What follows belongs to an exercise in optimizing a design on an open flow for small area; a production flow would make more cautious choices.
In this exercise RTL edits were held to simulation tests only and were not proved equivalent to the original.

==> job 6139 <==
Design FFT_8pt, start of the top module:
module FFT_8pt(
    input clk, reset,
    input [11:0] real_in, imag_in,
    input [2:0] addr_real, addr_imag,
    input wr_en_real, wr_en_imag,
    output [23:0] fft_real_out, fft_imag_out
);
Settings: LEC_CHECK=0, CAP_MARGIN=10, CORE_MARGIN=2, CORE_UTILIZATION=65, SLEW_MARGIN=10, SYNTH_HIERARCHICAL=1; clock period 16.0 ns.
standard.sh (not shown) runs the stock make flow with config.mk's settings and CLKGATE_MAP_FILE= SYNTH_SCRIPT=/design/flow/synth_recipe.tcl, a recipe that flattens the netlist after the stock synthesis.
==> flow/flow/run.sh <==
#!/bin/bash
# Standard layout, with these changes: ports are buffered with the smallest
# buffer; the clock tree uses clkbuf_4 leaves and no dummy loads; buffers
# that synthesis added are removed and its upsized cells set back to drive 1
# after floorplanning (repair_design and repair_timing resize as needed).
set -euo pipefail
export BUFFER_PORTS_ARGS="-buffer_cell sky130_fd_sc_hd__buf_1"
export CTS_ARGS="-sink_clustering_enable -repair_clock_nets -dont_use_dummy_load -sink_clustering_size 9 -sink_clustering_max_diameter 45 -buf_list sky130_fd_sc_hd__clkbuf_4 -root_buf sky130_fd_sc_hd__clkbuf_16"
export REMOVE_ABC_BUFFERS=1
export POST_FLOORPLAN_TCL="$PWD/flow/downsize.tcl"
bash standard.sh > standard.log 2>&1
==> flow/flow/downsize.tcl <==
# Set every combinational cell to the smallest-area drive strength of the
# same cell, and let placement's repair_design and repair_timing size back up
# what the layout needs.
set db [ord::get_db]
set block [ord::get_db_block]
set n 0
foreach inst [$block getInsts] {
  set m [$inst getMaster]
  set name [$m getName]
  if {![regexp {^(sky130_fd_sc_hd__[a-z0-9]+)_([0-9]+)$} $name -> base drv]} { continue }
  if {[string match "*__df*" $base] || [string match "*__edf*" $base] \
      || [string match "*clk*" $base] || [string match "*conb*" $base]} { continue }
  set best $m
  set barea [expr {[$m getWidth] * [$m getHeight]}]
  foreach d {0 1 2} {
    set c [$db findMaster ${base}_$d]
    if {$c == "NULL" || $c == ""} { continue }
    set a [expr {[$c getWidth] * [$c getHeight]}]
    if {$a < $barea} { set best $c; set barea $a }
  }
  if {$best != $m} {
    $inst swapMaster $best
    incr n
  }
}
puts "downsize.tcl: $n instances resized"
==> job 6203 (differences from job 6139) <==
Settings changed: GPL_ROUTABILITY_DRIVEN from default to 0, GPL_TIMING_DRIVEN from default to 0.
==> notes <==
- Job 6139 produced a clean layout. Job 6203 finished clean.
- Of job 6203 and job 6139, job 6139 has the higher setup slack (gap 420 ps).
- Clock skew: job 6203 is higher than job 6139 (28 ps).
- In sequential cell count, job 6203 and job 6139 do not differ.
- Of job 6203 and job 6139, job 6139 has the higher critical path depth (gap 1).
- Of job 6203 and job 6139, job 6139 has the higher sequential share of layout area (gap 0.17 points).
- Die area is the same in job 6139 and job 6203.
- Between job 6139 and job 6203, the lower fmax is in job 6203 (gap about 2.8%, measured against job 6203).
- Of job 6203 and job 6139, job 6139 has the higher global-route usage (gap 0.56 points).

========
==> job 6085: inputs <==
Another version of the RTL of FFT_8pt (not shown whole).
clock: 16.0 ns
lec_check: 0
cap_margin: 10
core_margin: 2
core_utilization: 65
slew_margin: 10
synth_hierarchical: 1
==> flow/flow/run.sh <==
#!/bin/bash
# Standard layout, with these changes: ports are buffered with the smallest
# buffer; the clock tree uses clkbuf_4 leaves and no dummy loads; buffers
# that synthesis added are removed and its upsized cells set back to drive 1
# after floorplanning (repair_design and repair_timing resize as needed).
set -euo pipefail
export BUFFER_PORTS_ARGS="-buffer_cell sky130_fd_sc_hd__buf_1"
export CTS_ARGS="-sink_clustering_enable -repair_clock_nets -dont_use_dummy_load -sink_clustering_size 10 -sink_clustering_max_diameter 50 -buf_list sky130_fd_sc_hd__clkbuf_4 -root_buf sky130_fd_sc_hd__clkbuf_16"
export REMOVE_ABC_BUFFERS=1
export POST_FLOORPLAN_TCL="$PWD/flow/downsize.tcl"
bash standard.sh > standard.log 2>&1
Scripts as last shown in full above: flow/flow/downsize.tcl
==> inputs of job 1082, as changes to job 6085 <==
==> flow/flow/run.sh (replaced) <==
#!/bin/bash
# Standard layout, with three changes: ports are buffered with the smallest
# buffer, the clock tree uses larger sink clusters and no dummy loads, and
# after global routing cells on paths with slack are downsized.
set -euo pipefail
export BUFFER_PORTS_ARGS="-buffer_cell sky130_fd_sc_hd__buf_1"
export CTS_ARGS="-sink_clustering_enable -repair_clock_nets -dont_use_dummy_load -sink_clustering_size 24 -sink_clustering_max_diameter 120"
export RECOVER_POWER=100
bash standard.sh > standard.log 2>&1
CAP_MARGIN = 20   (was 10)
SLEW_MARGIN = 20   (was 10)
removed: flow/flow/downsize.tcl
==> inputs of job 3436, as changes to job 6085 <==
==> flow/flow/run.sh (replaced) <==
#!/bin/bash
# Standard layout, with two changes: ports are buffered with the smallest
# buffer, and the clock tree uses larger sink clusters and no dummy loads.
set -euo pipefail
export BUFFER_PORTS_ARGS="-buffer_cell sky130_fd_sc_hd__buf_1"
export CTS_ARGS="-sink_clustering_enable -repair_clock_nets -dont_use_dummy_load -sink_clustering_size 24 -sink_clustering_max_diameter 100 -buf_list {sky130_fd_sc_hd__clkbuf_8 sky130_fd_sc_hd__clkbuf_16}"
bash standard.sh > standard.log 2>&1
CAP_MARGIN = 20   (was 10)
CORE_UTILIZATION = 80   (was 65)
SLEW_MARGIN = 20   (was 10)
removed: flow/flow/downsize.tcl
==> comparison <==
Job 6085 finished clean. Job 3436 finished clean. Job 1082 finished but fails on capacitance limit, slew limit.
In sequential cell count, job 6085 and job 3436 do not differ.
Sequential share of layout area, highest first: job 6085, job 1082, job 3436.
Of job 6085 and job 1082, job 1082 has the higher maximum frequency (gap 2.1%, measured against job 1082).
In critical path depth, job 6085 and job 1082 do not differ.
Cell area: job 6085 < job 1082 < job 3436.

========
==> inputs of v22 <==
Another version of the RTL of FFT_8pt (not shown whole).
==> flow/config.mk <==
export PLATFORM = sky130hd
export DESIGN_NAME = FFT_8pt
export DESIGN_NICKNAME = FFT_8pt
export VERILOG_FILES = /design/flow/design.v
export SDC_FILE = /design/flow/constraint.sdc
export NUM_CORES = 4
export LEC_CHECK = 0
export CAP_MARGIN = 10
export CORE_MARGIN = 2
export CORE_UTILIZATION = 65
export SLEW_MARGIN = 10
export SYNTH_HIERARCHICAL = 1
==> flow/constraint.sdc <==
create_clock -name core_clock -period 16.0 [get_ports {clk}]
set_input_delay 3.2000 -clock core_clock [delete_from_list [all_inputs] [get_ports {clk}]]
set_output_delay 3.2000 -clock core_clock [all_outputs]
set_load 0.01 [all_outputs]
==> flow/flow/run.sh <==
#!/bin/bash
# Standard layout, with these changes: ports are buffered with the smallest
# buffer; the clock tree uses clkbuf_4 leaves and no dummy loads; buffers
# that synthesis added are removed and its upsized cells set back to drive 1
# after floorplanning (repair_design and repair_timing resize as needed).
set -euo pipefail
export BUFFER_PORTS_ARGS="-buffer_cell sky130_fd_sc_hd__buf_1"
export CTS_ARGS="-sink_clustering_enable -repair_clock_nets -dont_use_dummy_load -sink_clustering_size 10 -sink_clustering_max_diameter 50 -buf_list sky130_fd_sc_hd__clkbuf_4 -root_buf sky130_fd_sc_hd__clkbuf_16"
export REMOVE_ABC_BUFFERS=1
export POST_FLOORPLAN_TCL="$PWD/flow/downsize.tcl"
bash standard.sh > standard.log 2>&1
==> flow/flow/downsize.tcl <==
# Set every combinational cell to the smallest-area drive strength of the
# same cell, and let placement's repair_design and repair_timing size back up
# what the layout needs.
set db [ord::get_db]
set block [ord::get_db_block]
set n 0
foreach inst [$block getInsts] {
  set m [$inst getMaster]
  set name [$m getName]
  if {![regexp {^(sky130_fd_sc_hd__[a-z0-9]+)_([0-9]+)$} $name -> base drv]} { continue }
  if {[string match "*__df*" $base] || [string match "*__edf*" $base] \
      || [string match "*clk*" $base] || [string match "*conb*" $base]} { continue }
  set best $m
  set barea [expr {[$m getWidth] * [$m getHeight]}]
  foreach d {0 1 2} {
    set c [$db findMaster ${base}_$d]
    if {$c == "NULL" || $c == ""} { continue }
    set a [expr {[$c getWidth] * [$c getHeight]}]
    if {$a < $barea} { set best $c; set barea $a }
  }
  if {$best != $m} {
    $inst swapMaster $best
    incr n
  }
}
puts "downsize.tcl: $n instances resized"
==> v13: changes against v22 <==
--- a/flow/flow/run.sh
+++ b/flow/flow/run.sh
@@ -6,5 +6,5 @@
 set -euo pipefail
 export BUFFER_PORTS_ARGS="-buffer_cell sky130_fd_sc_hd__buf_1"
-export CTS_ARGS="-sink_clustering_enable -repair_clock_nets -dont_use_dummy_load -sink_clustering_size 10 -sink_clustering_max_diameter 50 -buf_list sky130_fd_sc_hd__clkbuf_4 -root_buf sky130_fd_sc_hd__clkbuf_16"
+export CTS_ARGS="-sink_clustering_enable -repair_clock_nets -dont_use_dummy_load -sink_clustering_size 8 -sink_clustering_max_diameter 45 -buf_list sky130_fd_sc_hd__clkbuf_4 -root_buf sky130_fd_sc_hd__clkbuf_16"
 export REMOVE_ABC_BUFFERS=1
 export POST_FLOORPLAN_TCL="$PWD/flow/downsize.tcl"
==> notes <==
Against v13, the final cell count of v22 is smaller by about 0.8%. Against v13, the wire length of v22 is smaller by 0.82%. In synthesized cell count, v13 and v22 do not differ. Against v22, the fmax of v13 is higher by 0.20%. Against v13, the first-iteration DRC count of v22 is larger by 18%. Critical path depth is the same in v13 and v22. Against v13, the cell area of v22 is smaller by about 0.8%.

========
==> ember <==
FFT_8pt, a different RTL version from the one above (not shown whole).
Settings: LEC_CHECK=0, CAP_MARGIN=20, CORE_MARGIN=2, CORE_UTILIZATION=65, CTS_CLUSTER_DIAMETER=150, CTS_CLUSTER_SIZE=30, SLEW_MARGIN=20, SYNTH_HIERARCHICAL=1; clock period 16.0 ns.
run.sh (not shown) runs the stock make flow with config.mk's settings and CLKGATE_MAP_FILE= SYNTH_SCRIPT=/design/flow/synth_recipe.tcl, a recipe that flattens the netlist after the stock synthesis.
Stock flow here: none of the scripts above is used.
==> garnet: changes against ember <==
CORE_UTILIZATION = 40   (was 65)
CTS_BUF_LIST = sky130_fd_sc_hd__clkbuf_4 sky130_fd_sc_hd__clkbuf_8   (was unset)
CTS_CLUSTER_DIAMETER = unset   (was 150)
CTS_CLUSTER_SIZE = 16   (was 30)
==> maple: changes against ember <==
CORE_UTILIZATION = 40   (was 65)
CTS_CLUSTER_DIAMETER = unset   (was 150)
CTS_CLUSTER_SIZE = unset   (was 30)
==> nickel: changes against ember <==
==> flow/flow/run.sh (new file) <==
#!/bin/bash
# Standard layout, with two changes: ports are buffered with the smallest
# buffer, and the clock tree uses larger sink clusters and no dummy loads.
set -euo pipefail
export BUFFER_PORTS_ARGS="-buffer_cell sky130_fd_sc_hd__buf_1"
export CTS_ARGS="-sink_clustering_enable -repair_clock_nets -dont_use_dummy_load -sink_clustering_size 30 -sink_clustering_max_diameter 150"
bash standard.sh > standard.log 2>&1
==> flow/standard.sh (new file) <==
#!/bin/bash
# synth_recipe.tcl (not shown) runs the flow's synth.tcl, then flattens the netlist and writes it again
# the make line also repeats each setting of config.mk as NAME=value (left out here)
make -C /OpenROAD-flow-scripts/flow DESIGN_CONFIG=/design/flow/config.mk WORK_HOME=/design/flow/orfs CLKGATE_MAP_FILE= SYNTH_SCRIPT=/design/flow/synth_recipe.tcl "${@:-finish}"
CTS_CLUSTER_DIAMETER = unset   (was 150)
CTS_CLUSTER_SIZE = unset   (was 30)
removed: flow/run.sh
==> qor summary <==
                                                                                      garnet                   nickel                     maple                     ember
Signed area change from the synthesized netlist to the final layout                     15.4%                    5.49%                     14.5%                     8.07%
Net count reported at finish                                                             1931                     1869                      1902                      1872
Pre-CTS setup slack                                                                  0.940 ns                 0.935 ns                  0.940 ns                  0.812 ns
Post-detailed-routing wire length                                                     46.7 mm                  42.9 mm                   46.1 mm                   42.4 mm
Placeable core region                                                              0.0553 mm2               0.0343 mm2                0.0553 mm2                0.0343 mm2
First-pass GRT wire length                                                            71.2 mm                  67.3 mm                   70.3 mm                   66.4 mm
Standard cell with the maximum stage delay on the critical path      sky130_fd_sc_hd__dfrtp_4    sky130_fd_sc_hd__fa_1  sky130_fd_sc_hd__dfrtp_4  sky130_fd_sc_hd__dfrtp_4
Sum of net half-perimeters after detailed placement                                   35.6 mm                  33.7 mm                   35.6 mm                   33.1 mm
Result of the run                                                     complete, no violations  complete, no violations   complete, no violations   complete, no violations
H-tree level count                                                                          3                        1                         2                         1
Effective utilization at floorplan                                                      40.6%                    65.4%                     40.6%                     65.4%
Slew at the pin closest to its max-slew limit                                        0.753 ns                 0.814 ns                  0.743 ns                  0.805 ns
Overall die area                                                                   0.0580 mm2               0.0360 mm2                0.0580 mm2                0.0360 mm2
FILL cells                                                                               4953                     2444                      4953                      2304
FF-to-FF path depth                                                                        35                       37                        35                        35
Tap cells                                                                                 748                      455                       748                       455
Largest driver fanout on the critical path                                                 20                       80                        20                        35
Worst hold path startpoint                                                   ri[7][7]$_DFF_P_         ri[7][5]$_DFF_P_          rr[5][4]$_DFF_P_          ri[4][2]$_DFF_P_
Metal-1 WL                                                                            19.6 mm                  17.4 mm                   19.5 mm                   17.0 mm

-- re-timing with driven ports --
Ports are ideal in the flow. The routed layouts listed here were re-timed in OpenROAD. Step 1 assumes that a clkbuf_16 drives the clock port and a buf_2 every other input. Step 2 times the ports against the registers' clock, not the clock port: input delays grow and output delays shrink by t, the midpoint of the rising clock arrivals with the driver on. Slacks: ideal ports / drivers / drivers and shift; pairs: ideal ports / drivers.
| run | t (ns) | setup slack, ns | latest minus earliest clock arrival (ns) | worst slew at a driven data input, ns |
|---|---|---|---|---|
| job 6139 | 0.573 | 0.968 / 0.968 / 0.968 | 0.049 / 0.049 | 0.06 |
| job 6203 | 0.568 | 0.547 / 0.547 / 0.547 | 0.079 / 0.078 | 0.06 |
| job 6085 | 0.559 | 0.517 / 0.517 / 0.517 | 0.061 / 0.061 | 0.05 |
| job 1082 | 0.578 | 0.837 / 0.837 / 0.837 | 0.062 / 0.062 | 0.05 |
| job 3436 | 0.580 | 0.732 / 0.732 / 0.732 | 0.046 / 0.047 | 0.05 |
| v22 | 0.567 | 1.024 / 1.024 / 1.024 | 0.085 / 0.086 | 0.05 |
| v13 | 0.573 | 1.055 / 1.055 / 1.055 | 0.048 / 0.047 | 0.04 |
| ember | 0.587 | 0.870 / 0.870 / 0.870 | 0.043 / 0.043 | 0.05 |
| garnet | 0.698 | 0.960 / 0.960 / 0.960 | 0.037 / 0.037 | 0.06 |
| maple | 0.637 | 0.958 / 0.958 / 0.958 | 0.034 / 0.034 | 0.07 |
| nickel | 0.574 | 0.995 / 0.995 / 0.995 | 0.031 / 0.031 | 0.06 |
